This design comes from an exercise in tuning for small area on the open sky130 flow, not from production work. Where RTL was checked, it was by simulation tests only, not by an equivalence proof against the original. No functional check of the RTL was part of run 1. Power figures rest on the tool's default switching activity, not on a simulated workload.

## flow/design.v (module list and top-level ports; edited modules follow where they fit)
// module calc_mvd_cost: 723 lines
module calc_mvd_cost (
    input                       ap_clk,
    input                       ap_rst,
    input                       ap_start,
    input                       ap_ce,
    output logic                ap_done,
    output logic                ap_ready,
    output logic                ap_idle,
    input        [31:0]         x,
    input        [31:0]         y,
    input        [31:0]         mv_shift,
    input        [15:0]         mv_cand_0,
    input        [15:0]         mv_cand_1,
    input        [15:0]         mv_cand_2,
    input        [15:0]         mv_cand_3,
    output logic [63:0]         bitcost,
    output logic                bitcost_ap_vld,
    input        [63:0]         lambda_sqrt_integer_int64,
    input        [63:0]         lambda_sqrt_decimal_int64,
    output logic [63:0]         mvd_cost_int64,
    output logic                mvd_cost_int64_ap_vld
);
  // ...
==> flow/flow/run.sh <==
#!/bin/bash
set -euo pipefail
bash standard.sh "BUFFER_PORTS_ARGS=-buffer_cell sky130_fd_sc_hd__buf_1" GPL_KEEP_OVERFLOW=0 finish > standard_flow.log 2>&1
==> flow/standard.sh <==
#!/bin/bash
# synth_recipe.tcl (not shown) runs the flow's synth.tcl, then flattens the netlist and writes it again
# the make line also repeats each setting of config.mk as NAME=value (left out here)
make -C /OpenROAD-flow-scripts/flow DESIGN_CONFIG=/design/flow/config.mk WORK_HOME=/design/flow/orfs CLKGATE_MAP_FILE= SYNTH_SCRIPT=/design/flow/synth_recipe.tcl "${@:-finish}"
==> flow/config.mk <==
export PLATFORM = sky130hd
export DESIGN_NAME = calc_mvd_cost
export DESIGN_NICKNAME = calc_mvd_cost
export VERILOG_FILES = /design/flow/design.v
export SDC_FILE = /design/flow/constraint.sdc
export NUM_CORES = 4
export LEC_CHECK = 0
export CAP_MARGIN = 20
export CORE_MARGIN = 2
export CORE_UTILIZATION = 40
export SLEW_MARGIN = 20
==> flow/constraint.sdc <==
create_clock -name core_clock -period 9.0 [get_ports {ap_clk}]
set_input_delay 1.8000 -clock core_clock [delete_from_list [all_inputs] [get_ports {ap_clk}]]
set_output_delay 1.8000 -clock core_clock [all_outputs]
set_load 0.01 [all_outputs]
==> summary.txt, run 1 <==
Status - complete, no violations
Final Hold Fails - 0
Post-Synth Simple-Gate Area - 0.178
Largest regs - r3: 44 flops, r4: 44 flops, r5: 44 flops
Core Footprint - 75900 µm²
DRC viols - 0
Setup crit end kind - register
Most frequent cells in the layout - 432 x inv_1, 335 x nand2_1, 282 x edfxtp_1
Multi-input comb cells - 2368
Inverters - 436
Multi-input combinational area share - 0.583
Met3 wire length - 3360 µm
Critical path class - in2reg
Nets - 4175
Power share of the combinational group - 0.685
Largest net degree at the start of global routing - 41
Clock root cell - clkbuf_16
CTS tree - yes
Clock transition at path regs - 0.06 ns
GPL Wtd Cong - 0.899
Layout Cells excl Fill - 4507
Top-area cell type share of the netlist area - 0.276
Number of max-cap violations - 0
Most instantiated cells after synthesis - 435 x inv_1, 336 x nand2_1, 282 x edfxtp_1, 272 x fa_1, 185 x and2_1
R2r endpoint - p2[28]$_DFFE_PP_
Clock sinks - 289
CP required - 9.33 ns
YS warnings - 1
Initial antenna violation count - 5
Placed wire-length estimate - 57100 µm
==> run 2: changes to the inputs <==
--- a/flow/design.v
+++ b/flow/design.v
@@ -60,3 +60,3 @@
     logic [4:0]  ca_h, ca_v, cb_h, cb_v;
-    logic [5:0]  ma, mb, m0;
+    logic [5:0]  ma, mb;
     assign xa = shift_axis(x, mv_shift[4:0], shift_big);
@@ -69,6 +69,6 @@
     assign mb = {{1'b0, cb_h[3:0]} + {1'b0, cb_v[3:0]} + {4'd0, cb_h[4] & cb_v[4]}, cb_h[4] ^ cb_v[4]};
-    assign m0 = (mb < ma) ? mb : ma;
     logic [4:0]  vld;
     logic        ap_idle_r, ap_done_r;
-    logic [5:0]  m1, m2, m3, m4, m5;
+    logic [5:0]  ma1, mb1, m1, m2, m3, m4, m5;
+    assign m1 = (mb1 < ma1) ? mb1 : ma1;
     logic [29:0] li1, ld1, li2, p2;
@@ -693,3 +693,4 @@
         if (ap_ce) begin
-            m1 <= m0;
+            ma1 <= ma;
+            mb1 <= mb;
             li1 <= lambda_sqrt_integer_int64[29:0];
==> flow/flow/run.sh (replaced) <==
#!/bin/bash
set -euo pipefail
bash standard.sh "BUFFER_PORTS_ARGS=-buffer_cell sky130_fd_sc_hd__buf_1" finish > standard_flow.log 2>&1
==> run 2 against run 1 <==
Effect of this change:
- worst setup slack better by 0.46 ns
- combinational power down 6.8%
- clock power down 8%
- critical path type is now reg2reg
- flip-flop and latch count up 6
- final cell count down 0.18%
- fmax up 5.6%
- count of clock-buffer cells in the layout down 2
- critical path depth down 2
- utilization down 1.5 points
- via count down 0.66%
- still clean on timing, DRC and antenna
- cell area down 1.4%
- largest cell class unchanged
- register-to-register slack worse by 1.5 ns
==> summary.txt, run 2 <==
Worst-Skew Late Latency - 0.58 ns
Most frequent cells in the layout - 451 x inv_1, 345 x nand2_1, 288 x edfxtp_1
H-tree levels - 1
Setup crit end kind - register
Most frequent cell after synthesis - inv_1
Worst-case headroom to the max-slew limit - 0.337
RSZ-0062 raised after global routing - false
Max Freq - 121 MHz
Layout Cells excl Fill - 4499 (-0.18%)
Largest net degree at the start of global routing - 158 (+290%)
Clock transition at path regs - 0.07 ns (about the same)
Clock Path Buffers - 3
Fillers - 7545
Critical path peak fanout - 24
Multi-input gate area - 20000 µm²
Clock sinks - 295 (+2.1%)
Worst r2r src - ma1[1]$_DFFE_PP_
Commonest non-fill, non-tap cell in the layout - inv_1
Core Footprint - 77500 µm² (+2.0%)
DP Cell Count - 4438
Unique masters post-synth - 118
Syn Std Cell Area - 31300 µm²
YS warnings - 1 (unchanged)
Cell Area, Placed - 33200 µm²
Largest regs - r3: 44 flops, r4: 44 flops, r5: 44 flops
Initial antenna violation count - 7 (+2)
Status - complete, no violations
GRT overflow - 0
Post-synth EDFFs - 288
Maximum VDD drop - 0.239 mV
Place WS - 0.636 ns
Hold Buf Count CTS - 0
Layout Skew - 0.0144 ns
Crit path DAT - 8.60 ns
Met2 Usage GRT - 0.294
Setup TNS - 0 ns
Final period utilization - 0.918
Hold Crit Start - r4[26]$_DFFE_PP_
Cells after Synth - 3179
Most area-consuming cells after synthesis - edfxtp_1 28%, fa_1 17%, ha_1 6.3%
Vias/cell - 5.09
Met1 usage in global routing - 0.236
Slew @ Worst Pin - 0.995 ns
IO Pins - 425
DIE AREA - 80600 µm²
Port Buf Inserts - 278
Cell count of the worst reg-to-reg path - 30
Post_cts resized - 0
Worst hold path class - reg2reg
Most instantiated cells after synthesis - 451 x inv_1, 345 x nand2_1, 288 x edfxtp_1, 272 x fa_1, 159 x ha_1
Reg2Reg Setup Slack - 0.74 ns
Grt peak-use layer - met2
Placed wire-length estimate - 56200 µm (-1.5%)
Post-layout minimum cycle time - 8.26 ns
Vias in the first global route - 22600
DRT iter0 DRCs - 1293
Final Hold Fails - 0 (unchanged)
Wirelength per Cell - 15.7 µm
Growth of design area from synthesis to finish - 9.37%
Worst hold slack - 0.411 ns
GPL Wtd Cong - 0.878 (-2.3%)
Slowest stage delay, CP - 0.74 ns
Area leader, netlist - edfxtp_1
Die W - 284 µm
Clock root cell - clkbuf_16
Die Height - 284 µm
# rows - 102
CTS tree - yes
CP Launch Type - register
Reg area - 8820 µm²
Ratio of total power to cell area - 339 nW/µm²
Share of cells above drive strength 1 - 0.0706
Starting density of the core - 0.404
Final setup viols - 0
DRC viols - 0 (unchanged)
Top-area cell type share of the netlist area - 0.276 (about the same)
Ys async rst share - 0.0237
Post-synth top flop - edfxtp_1
Worst hold stages - 0
Detail Route Antenna Nets - 0
Yosys reg bits - 295
Slew Limit Fails - 0
First-pass GRT wire length - 115000 µm
Register area share after synthesis - 0.282
Number of max-cap violations - 0 (unchanged)
Leakage dissipation - 0.0145 µW
Mapped Avg Cell Area - 9.86 µm²
Nets - 4154 (-0.50%)
R2r endpoint - p2[28]$_DFFE_PP_
CTS buffer count - 31
WHS Endpoint - r5[26]$_DFFE_PP_
M3 GR Usage - 0.0198
Critical path class - reg2reg
CP required - 9.33 ns (about the same)
Most Frequent Cell on Critical Path - inv_1
Worst Slack Setup Final - 0.735 ns
Slowest cell on the critical path - inv_1
Setup bufs post-CTS - 0
Via count - 22900
TritonRoute pass-1 iters - 7
Final WL - 70800 µm
Cell area after layout - 34300 µm²
Total Routing Usage GR - 0.173
==> run 2: cell count changes after synthesis, moves of 10 or more <==
cell / change
mux4_2: +33
xor2_1: -15
nor3_1: -15
nor2b_1: +17
and2_1: -36
a21oi_1: -18
mux2i_1: -31
xnor2_1: +16
o21ai_0: -16
inv_1: +16
a31oi_1: -11
o31ai_1: +10
==> run 2: power breakdown <==
group | total [µW] | internal (µW) | switching [µW]
Sequential | 2470 | 2350 | 126
Clock | 1250 | 699 | 549
Combinational | 7910 | 3570 | 4330
==> run 2: area by class of cell <==
| class | count | area share |
|---|---|---|
| antenna | 3 | 0.000219 |
| clock buffer | 35 | 0.0231 |
| clock inverter | 23 | 0.00635 |
| inverter | 453 | 0.0496 |
| multi-input combinational | 2329 | 0.585 |
| sequential | 295 | 0.258 |
| tap | 1040 | 0.0380 |
| timing repair buffer | 321 | 0.0405 |
==> run 2: critical path, delay by kind of cell (launching register included) <==
| kind | cells | cell delay (ns) |
|---|---|---|
| AOI/OAI and AO/OA | 13 | 3.55 |
| adders and majority gates | 5 | 2.09 |
| buffers and inverters | 7 | 1.34 |
| DFF | 1 | 0.38 |
| and+or+nand+nor | 3 | 0.30 |
| muxes | 1 | 0.29 |
| xor gates and xnor gates | 1 | 0.08 |
==> run 2: metal layers <==
layer,part of all wire,vias up
li1,-,11300
met1,0.46,11000
met2,0.47,495
met3,0.044,89
met4,0.024,2
met5,0.00017,-
==> run 2: how the worst max path moves through the flow <==
stage,cells past startpoint,slack [ns],end,startpoint
finish,30,0.74,p2[28]$_DFFE_PP_,ma1[1]$_DFFE_PP_
global route,30,0.04,p2[26]$_DFFE_PP_,ma1[1]$_DFFE_PP_
CTS,30,0.60,p2[28]$_DFFE_PP_,ma1[1]$_DFFE_PP_
detailed placement,30,0.64,p2[28]$_DFFE_PP_,ma1[1]$_DFFE_PP_
global placement,29,0.67,p2[28]$_DFFE_PP_,mb1[1]$_DFFE_PP_
floorplan,30,0.63,mb1[3]$_DFFE_PP_,mv_shift[0]
==> run 2: per-stage QoR <==
step	utilization	power, µW
final	0.442	11600
after CTS	0.442	11800
after detailed placement	0.429	10400
after global placement	0.429	10300
after floorplan	-	8830
after global routing	0.442	12900
==> run 2: logic make-up after synthesis <==
| logic type | share of synthesized area |
|---|---|
| and+or+nand+nor | 0.168 |
| buffers and inverters | 0.0881 |
| muxes | 0.0655 |
| AOI/OAI and AO/OA | 0.110 |
| DFF | 0.282 |
| xor gates and xnor gates | 0.0478 |
| adders and majority gates | 0.239 |
| other | 0.000240 |
==> run 3: changes to the inputs <==
==> flow/flow/run.sh (replaced) <==
#!/bin/bash
set -euo pipefail
work=$(pwd)
mkdir -p custom
# ORFS's synth.tcl, with the ABC script swapped after the preamble sets it
sed 's|^source \$::env(SCRIPTS_DIR)/synth_preamble.tcl$|&\nset abc_args [lreplace $abc_args 1 1 '"$work"'/flow/abc_area_timing.script]|' \
    "$FLOW_HOME/scripts/synth.tcl" > custom/synth.tcl
grep -q abc_area_timing custom/synth.tcl
sed 's|^source \$::env(SCRIPTS_DIR)/synth.tcl$|source '"$work"'/custom/synth.tcl|' synth_recipe.tcl > custom/synth_recipe.tcl
grep -q custom/synth.tcl custom/synth_recipe.tcl
bash standard.sh SYNTH_SCRIPT="$work/custom/synth_recipe.tcl" SYNTH_ARGS=-noabc \
    "BUFFER_PORTS_ARGS=-buffer_cell sky130_fd_sc_hd__buf_1" GPL_KEEP_OVERFLOW=0 finish > standard_flow.log 2>&1
==> flow/flow/abc_area_timing.script (new file) <==
&get -n
&st
&dch
&nf -R 1000
&put
buffer -c
topo
stime -c
upsize -c
dnsize -c
==> run 3 against run 2 <==
Effect of this change:
- still clean on timing, DRC and antenna
- count of clock-buffer cells in the layout shrank 4
- register-to-register slack better by 0.03 ns
- hold slack improved by 0.0035 ns
- clock skew is 0.0014 ns higher
- area after synthesis fell by 11%
- final cell count down 14%
- fmax decreased by 3.4%
- sequential power grew 3%
- first-iteration DRC count down 14%
- critical path type is now in2reg
- largest power group unchanged
==> summary.txt, run 3 <==
CTS tree - yes
Die Height - 268 µm (-5.6%)
Wirelength per Cell - 16.2 µm (+2.8%)
Nets - 3659 (-12%)
YS warnings - 1 (unchanged)
Slowest cell on the critical path - fa_1
Layout Skew - 0.0158 ns (+0.00141 ns)
Unique masters post-synth - 74 (-37%)
Via count - 19600 (-14%)
Ratio of total power to cell area - 358 nW/µm² (+5.5%)
Clock sinks - 295 (unchanged)
Max Freq - 117 MHz (-3.4%)
Slew @ Worst Pin - 1.07 ns (+0.0800 ns)
Critical path peak fanout - 36 (+50%)
Ys async rst share - 0.0237 (unchanged)
Mapped Avg Cell Area - 10.5 µm² (+6.8%)
Worst r2r src - ma1[1]$_DFFE_PP_
Leakage dissipation - 0.0126 µW (-13%)
Cells after Synth - 2647 (-17%)
Reg2Reg Setup Slack - 0.77 ns (+0.03 ns)
GPL Wtd Cong - 0.912 (+3.9%)
Final setup viols - 0 (unchanged)
Most frequent cells in the layout - 288 x edfxtp_1, 273 x buf_1, 272 x fa_1
Register area share after synthesis - 0.317 (+0.0349)
Commonest non-fill, non-tap cell in the layout - edfxtp_1
Slowest stage delay, CP - 0.52 ns (-0.22 ns)
Post-synth top flop - edfxtp_1
Critical path class - in2reg
DRT iter0 DRCs - 1108 (-14%)
Cell count of the worst reg-to-reg path - 27 (-10%)
H-tree levels - 1 (unchanged)
Place WS - -0.874 ns (-1.51 ns)
CP required - 9.30 ns (-0.03 ns)
Vias in the first global route - 20400 (-9.4%)
Most area-consuming cells after synthesis - edfxtp_1 31%, fa_1 20%, ha_1 7.7%
Clock transition at path regs - 0.07 ns (about the same)
Initial antenna violation count - 4 (-3)
CTS buffer count - 29 (-6.5%)
# rows - 96 (-5.9%)
Post-synth EDFFs - 288 (unchanged)
Setup TNS - 0 ns (unchanged)
First-pass GRT wire length - 102000 µm (-12%)
Maximum VDD drop - 0.241 mV (+0.91%)
Share of cells above drive strength 1 - 0.0628 (-0.00776)
Core Footprint - 68800 µm² (-11%)
Hold Buf Count CTS - 0 (unchanged)
Slew Limit Fails - 0 (unchanged)
GRT overflow - 0 (unchanged)
Area leader, netlist - edfxtp_1
Die W - 268 µm (-5.6%)
Largest net degree at the start of global routing - 55 (-65%)
Status - complete, no violations
Fillers - 6512 (-14%)
Port Buf Inserts - 278 (unchanged)
Detail Route Antenna Nets - 0 (unchanged)
WHS Endpoint - r5[28]$_DFFE_PP_
TritonRoute pass-1 iters - 5 (-2)
Worst-Skew Late Latency - 0.56 ns (-0.02 ns)
Crit path DAT - 8.86 ns (+0.26 ns)
Number of max-cap violations - 0 (unchanged)
Post-layout minimum cycle time - 8.55 ns (+0.289 ns)
DRC viols - 0 (unchanged)
Worst hold path class - reg2reg
Syn Std Cell Area - 27900 µm² (-11%)
IO Pins - 425 (unchanged)
Growth of design area from synthesis to finish - 12.4%
Yosys reg bits - 295 (unchanged)
Starting density of the core - 0.405 (+0.000527)
Worst Slack Setup Final - 0.447 ns (-0.289 ns)
Top-area cell type share of the netlist area - 0.310 (+0.0343)
RSZ-0062 raised after global routing - false
Most instantiated cells after synthesis - 288 x edfxtp_1, 272 x fa_1, 211 x nand2_1, 183 x a21oi_1, 178 x nor2b_1
Worst-case headroom to the max-slew limit - 0.283 (-0.0533)
Final Hold Fails - 0 (unchanged)
Clock root cell - clkbuf_16
Vias/cell - 5.07 (-0.44%)
CP Launch Type - input pin
Placed wire-length estimate - 50500 µm (-10%)
Final period utilization - 0.950 (+0.0321)
Most frequent cell after synthesis - edfxtp_1
R2r endpoint - p2[29]$_DFFE_PP_
DIE AREA - 71800 µm² (-11%)
Clock Path Buffers - 3 (unchanged)
Hold Crit Start - r4[28]$_DFFE_PP_
Final WL - 62700 µm (-11%)
Cell area after layout - 31300 µm² (-8.5%)
Cell Area, Placed - 30000 µm² (-9.7%)
Largest regs - r3: 44 flops, r4: 44 flops, r5: 44 flops
Setup crit end kind - register
Worst hold stages - 0 (unchanged)
Total Routing Usage GR - 0.173 (about the same)
==> run 3: worst max path at each step <==
stage / start / end / slack [ns] / cells after the start
CTS: mv_shift[0] / ma1[3]$_DFFE_PP_ / 0.005 / 31
global placement: ap_ce / ap_idle / -6.57 / 4
floorplan: mv_shift[1] / ma1[3]$_DFFE_PP_ / 0.22 / 33
global route: mv_shift[0] / mb1[3]$_DFFE_PP_ / 0.01 / 32
detailed placement: mv_shift[15] / mb1[3]$_DFFE_PP_ / -0.87 / 30
finish: mv_shift[0] / mb1[3]$_DFFE_PP_ / 0.45 / 32
==> run 3: cell type report <==
class | instances | area, µm² | share of cell area
diodes | 3 | 7.51 | 0.000240
inverters | 100 | 382 | 0.0122
repair buffers | 334 | 1830 | 0.0584
clock inverters | 21 | 231 | 0.00739
clock buffers | 31 | 733 | 0.0234
flip-flops and latches | 295 | 8820 | 0.282
multi-input cells | 2163 | 18200 | 0.580
well taps | 931 | 1160 | 0.0372
==> run 3: logic make-up (layout without fill, tap and decap cells) <==
| logic type | after synthesis | in the layout | share of synthesized area |
|---|---|---|---|
| adder cells (fa/ha/maj) | 444 | 444 | 0.273 |
| other | 2 | 81 | 0.000269 |
| XOR/XNOR | 204 | 206 | 0.0657 |
| multiplexers | 95 | 95 | 0.0371 |
| AO/OA/AOI/OAI | 433 | 433 | 0.0895 |
| buffers and inverters | 267 | 486 | 0.0480 |
| flip-flops | 295 | 295 | 0.317 |
| AND/OR/NAND/NOR | 907 | 907 | 0.170 |
==> run 3: repair_timing <==
action | CTS | global route
buffers inserted | 0 | 30
resized for setup | 3 | 9
cloned | 2 | 0
pin swaps | 1 | 4
endpoints found under the setup margin | 8 | 11
==> run 3: stage by stage <==
stage / utilization / hold WS (ns) / std cells / power (µW)
global route: 0.455 / 0.419 / 3876 / 12500
global placement: 0.427 / 0.401 / 3765 / 9790
detailed placement: 0.436 / 0.405 / 3790 / 9980
finish: 0.455 / 0.415 / 3878 / 11200
floorplan: - / 0.400 / 2723 / 8360
CTS: 0.451 / 0.415 / 3844 / 11300
==> run 3: critical path: cells and delay by family <==
family / cells / cell delay [ns]
AOI/OAI and AO/OA: 8 / 1.59
xor gates and xnor gates: 3 / 0.81
adders and majority gates: 3 / 1.29
buffers and inverters: 4 / 0.93
muxes: 1 / 0.20
and+or+nand+nor: 13 / 2.21
==> run 3: where the power goes <==
group	internal [µW]	leakage (µW)	total, µW	switching (µW)
combinational	3280	0.00920	7440	4160
clock	709	0.000459	1230	526
sequential	2390	0.00290	2550	155
total	6380	0.0126	11200	4840
==> run 3: layer usage <==
metal	up-vias	global-route usage	wire [µm]
li1	9540	-	-
met1	9618	0.223	27400
met2	408	0.313	31500
met3	75	0.0168	2530
met4	4	0.0415	1270
met5	-	0	22
==> run 4: changes to the inputs <==
--- a/flow/flow/run.sh
+++ b/flow/flow/run.sh
@@ -11,2 +11,2 @@
 bash standard.sh SYNTH_SCRIPT="$work/custom/synth_recipe.tcl" SYNTH_ARGS=-noabc \
-    "BUFFER_PORTS_ARGS=-buffer_cell sky130_fd_sc_hd__buf_1" GPL_KEEP_OVERFLOW=0 finish > standard_flow.log 2>&1
+    "BUFFER_PORTS_ARGS=-buffer_cell sky130_fd_sc_hd__buf_1" finish > standard_flow.log 2>&1
==> run 4 against run 3 <==
Effect of this change:
- sequential power is essentially flat
- fmax is 4.5% higher
- sequential share of layout area grew 0.45 points
- synthesized cell count did not move
- register-to-register slack improved by 0.42 ns
- first-iteration DRC count is 0.45% lower
- combinational power is essentially flat
- wire length grew 2.4%
- critical path depth down 1
- largest power group unchanged
- highest routed layer unchanged
==> summary.txt, run 4 <==
Status - complete, no violations
Yosys reg bits - 295 (unchanged)
Post_cts resized - 0 (-3)
Share of cells above drive strength 1 - 0.0586 (-0.00428)
Total Routing Usage GR - 0.177 (+0.00371)
Post-layout minimum cycle time - 8.19 ns (-0.365 ns)
Critical path class - in2reg
Multi-input gate area - 18000 µm² (-0.72%)
RSZ-0062 raised after global routing - false
YS warnings - 1 (unchanged)
Wirelength per Cell - 16.6 µm (+2.7%)
Growth of design area from synthesis to finish - 10.7%
Place WS - 0.232 ns (+1.11 ns)
Maximum VDD drop - 0.235 mV (-2.6%)
Slowest stage delay, CP - 0.47 ns (-0.05 ns)
# rows - 96 (unchanged)
Syn Std Cell Area - 27900 µm² (unchanged)
Cells after Synth - 2647 (unchanged)
Slew Limit Fails - 0 (unchanged)
IO Pins - 425 (unchanged)
Clock transition at path regs - 0.06 ns (about the same)
Core Footprint - 68800 µm² (unchanged)
Setup crit end kind - register
Largest regs - r3: 44 flops, r4: 44 flops, r5: 44 flops
Vias/cell - 5.10 (+0.73%)
Nets - 3649 (-0.27%)
Worst-Skew Late Latency - 0.57 ns (about the same)
Setup TNS - 0 ns (unchanged)
Initial antenna violation count - 8 (+4)
Register area share after synthesis - 0.317 (unchanged)
Die W - 268 µm (unchanged)
Layout Cells excl Fill - 3870 (-0.21%)
Layout Skew - 0.0174 ns (+0.00155 ns)
Commonest non-fill, non-tap cell in the layout - edfxtp_1
Post-synth EDFFs - 288 (unchanged)
Number of max-cap violations - 0 (unchanged)
Final WL - 64200 µm (+2.4%)
Clock Path Buffers - 3 (unchanged)
Post-synth top flop - edfxtp_1
Port Buf Inserts - 278 (unchanged)
Final Hold Fails - 0 (unchanged)
Via count - 19700 (+0.52%)
Ratio of total power to cell area - 364 nW/µm² (+1.5%)
CP Launch Type - input pin
GRT overflow - 0 (unchanged)
Vias in the first global route - 20700 (+1.2%)
Max Freq - 122 MHz (+4.5%)
First-pass GRT wire length - 103000 µm (+1.2%)
Sw Share - 0.431 (about the same)
Starting density of the core - 0.405 (unchanged)
DRC viols - 0 (unchanged)
TritonRoute pass-1 iters - 5 (unchanged)
Final setup viols - 0 (unchanged)
Setup bufs post-CTS - 0 (unchanged)
Top-area cell type share of the netlist area - 0.310 (unchanged)
Worst hold slack - 0.415 ns (-0.0000730 ns)
H-tree levels - 1 (unchanged)
DIE AREA - 71800 µm² (unchanged)
Worst-case headroom to the max-slew limit - 0.387 (+0.103)
Leakage dissipation - 0.0124 µW (-1.3%)
CTS buffer count - 30 (+3.4%)
Worst hold path class - reg2reg
Largest net degree at the start of global routing - 169 (+210%)
Detail Route Antenna Nets - 0 (unchanged)
Clk network pwr share - 0.112 (+0.002)
Unique masters post-synth - 74 (unchanged)
Crit path DAT - 8.50 ns (-0.36 ns)
Placed wire-length estimate - 51600 µm (+2.1%)
Fillers - 6511 (-0.015%)
Int Power - 6380 µW (-0.12%)
Mapped Avg Cell Area - 10.5 µm² (unchanged)
Slowest cell on the critical path - fa_1
Reg area - 8820 µm² (unchanged)
Final period utilization - 0.910 (-0.0405)
DP Cell Count - 3811 (+0.55%)
Worst Slack Setup Final - 0.811 ns (+0.365 ns)
Slew @ Worst Pin - 0.920 ns (-0.155 ns)
CP required - 9.31 ns (about the same)
Die Height - 268 µm (unchanged)
Most instantiated cells after synthesis - 288 x edfxtp_1, 272 x fa_1, 211 x nand2_1, 183 x a21oi_1, 178 x nor2b_1
NetSw - 4840 µW (about the same)
Seq pwr share - 0.225 (-0.002)
Ys async rst share - 0.0237 (unchanged)
Most frequent cells in the layout - 288 x edfxtp_1, 273 x buf_1, 272 x fa_1
Area leader, netlist - edfxtp_1
Critical path peak fanout - 12 (-67%)
Clock sinks - 295 (unchanged)
GPL Wtd Cong - 0.910 (-0.24%)
Power share of the combinational group - 0.663 (about the same)
CTS tree - yes
DRT iter0 DRCs - 1103 (-0.45%)
Most area-consuming cells after synthesis - edfxtp_1 31%, fa_1 20%, ha_1 7.7%
Most frequent cell after synthesis - edfxtp_1
Hold Buf Count CTS - 0 (unchanged)
Clock root cell - clkbuf_16
run 4: changes by cell type in the layout (fill, tap and decap cells not counted), moves of 2 or more:
cell,previous run,this run
mux2i_2,0,5
clkbuf_16,29,31
buf_8,6,0
buf_16,6,1
buf_12,15,1
mux2i_4,6,1
buf_4,30,45
clkinv_2,2,5
run 4: power groups by stage:
stage                     Combinational [µW]  Sequential, µW  Clock [µW]
after floorplan                         5840            2520           0
after global placement                  7230            2550           0
after detailed placement                7420            2560           0
after CTS                               7470            2540        1300
after global routing                    8450            2560        1350
final                                   7430            2530        1250
run 4: cell type report:
class,count,share of cell area
flip-flops and latches,295,0.286
repair buffers,325,0.0467
diodes,2,0.000162
well taps,931,0.0378
multi-input cells,2161,0.585
clock inverters,23,0.00698
inverters,100,0.0123
clock buffers,33,0.0254
run 4: metal layers:
metal	global-route usage	up-vias	part of all wire
met5	0	-	0.00081
met4	0.0368	10	0.016
met3	0.0213	73	0.047
met2	0.326	468	0.51
met1	0.222	9667	0.43
li1	-	9530	-
run 4: path summary, 6_finish.rpt:
| path | cells after the start | start | end | slack, ns |
|---|---|---|---|---|
| hold / removal | 0 | r4[34]$_DFFE_PP_ | r5[34]$_DFFE_PP_ | 0.41 |
| setup reg to reg | 30 | ma1[1]$_DFFE_PP_ | p2[29]$_DFFE_PP_ | 1.19 |
| max in group asynchronous | 2 | ap_rst | ap_idle_r$_DFFE_PP1P_ | 7.60 |
| min in group asynchronous | 2 | ap_rst | vld[0]$_DFFE_PP0P_ | 1.13 |
| setup / recovery | 31 | mv_shift[15] | mb1[3]$_DFFE_PP_ | 0.81 |
| hold reg to reg | 0 | r4[34]$_DFFE_PP_ | r5[34]$_DFFE_PP_ | 0.41 |
run 4: worst max-delay path, delay by kind of cell:
family,cells,cell delay (ns)
adder cells (fa/ha/maj),4,1.57
buffers and inverters,2,0.15
AO/OA/AOI/OAI,8,1.38
XOR/XNOR,2,0.44
AND/OR/NAND/NOR,15,3.12
run 4: cells by family after synthesis:
family / Yosys count / share of synthesized area
AO/OA/AOI/OAI: 433 / 0.0895
adder cells (fa/ha/maj): 444 / 0.273
flip-flops: 295 / 0.317
AND/OR/NAND/NOR: 907 / 0.170
XOR/XNOR: 204 / 0.0657
buffers and inverters: 267 / 0.0480
multiplexers: 95 / 0.0371
other: 2 / 0.000269
run 4: per-stage QoR:
stage,area [µm²],power (µW),utilization
5_1_grt,30800,12400,0.448
3_5_place_dp,29800,9980,0.433
3_3_place_gp,29800,9780,0.433
4_1_cts,30800,11300,0.448
6_report,30800,11200,0.448
2_1_floorplan,28200,8360,-

[separate check: timing with driven ports]
The results above use ideal ports. As a check the final layouts listed here were re-extracted and re-timed, cells and wires unchanged. Step 1 (the two cells are an assumption about what drives the block):
set clk [get_ports {ap_clk}]
set_driving_cell -lib_cell sky130_fd_sc_hd__clkbuf_16 $clk
set_driving_cell -lib_cell sky130_fd_sc_hd__buf_2 [delete_from_list [all_inputs] $clk]
Step 2, shift: input delay + t, output delay - t, t = (earliest + latest rising clock arrival at the registers) / 2. This alone moves slack from input paths to output paths. a / b / c = ideal ports / drivers / drivers and shift; a / b = the first two.
run | shift t [ns] | setup WS [ns] | worst setup path after step 2 | clock arrival spread, ns | cell pins on the clock port's net
run 1 | 0.647 | 0.271 / 0.295 / -0.352 | input to register | 0.035 / 0.035 | 1
run 2 | 0.625 | 0.735 / 0.735 / 0.616 | input to register | 0.020 / 0.020 | 1
run 3 | 0.601 | 0.447 / 0.470 / -0.131 | input to register | 0.017 / 0.016 | 1
run 4 | 0.611 | 0.811 / 0.826 / 0.215 | input to register | 0.017 / 0.018 | 1
Met with ideal ports but missed after step 2: setup timing in run 1 and run 3. For run 1, which loses most, drivers alone change the setup slack by +0.024 ns; drivers and shift together by -0.623 ns.
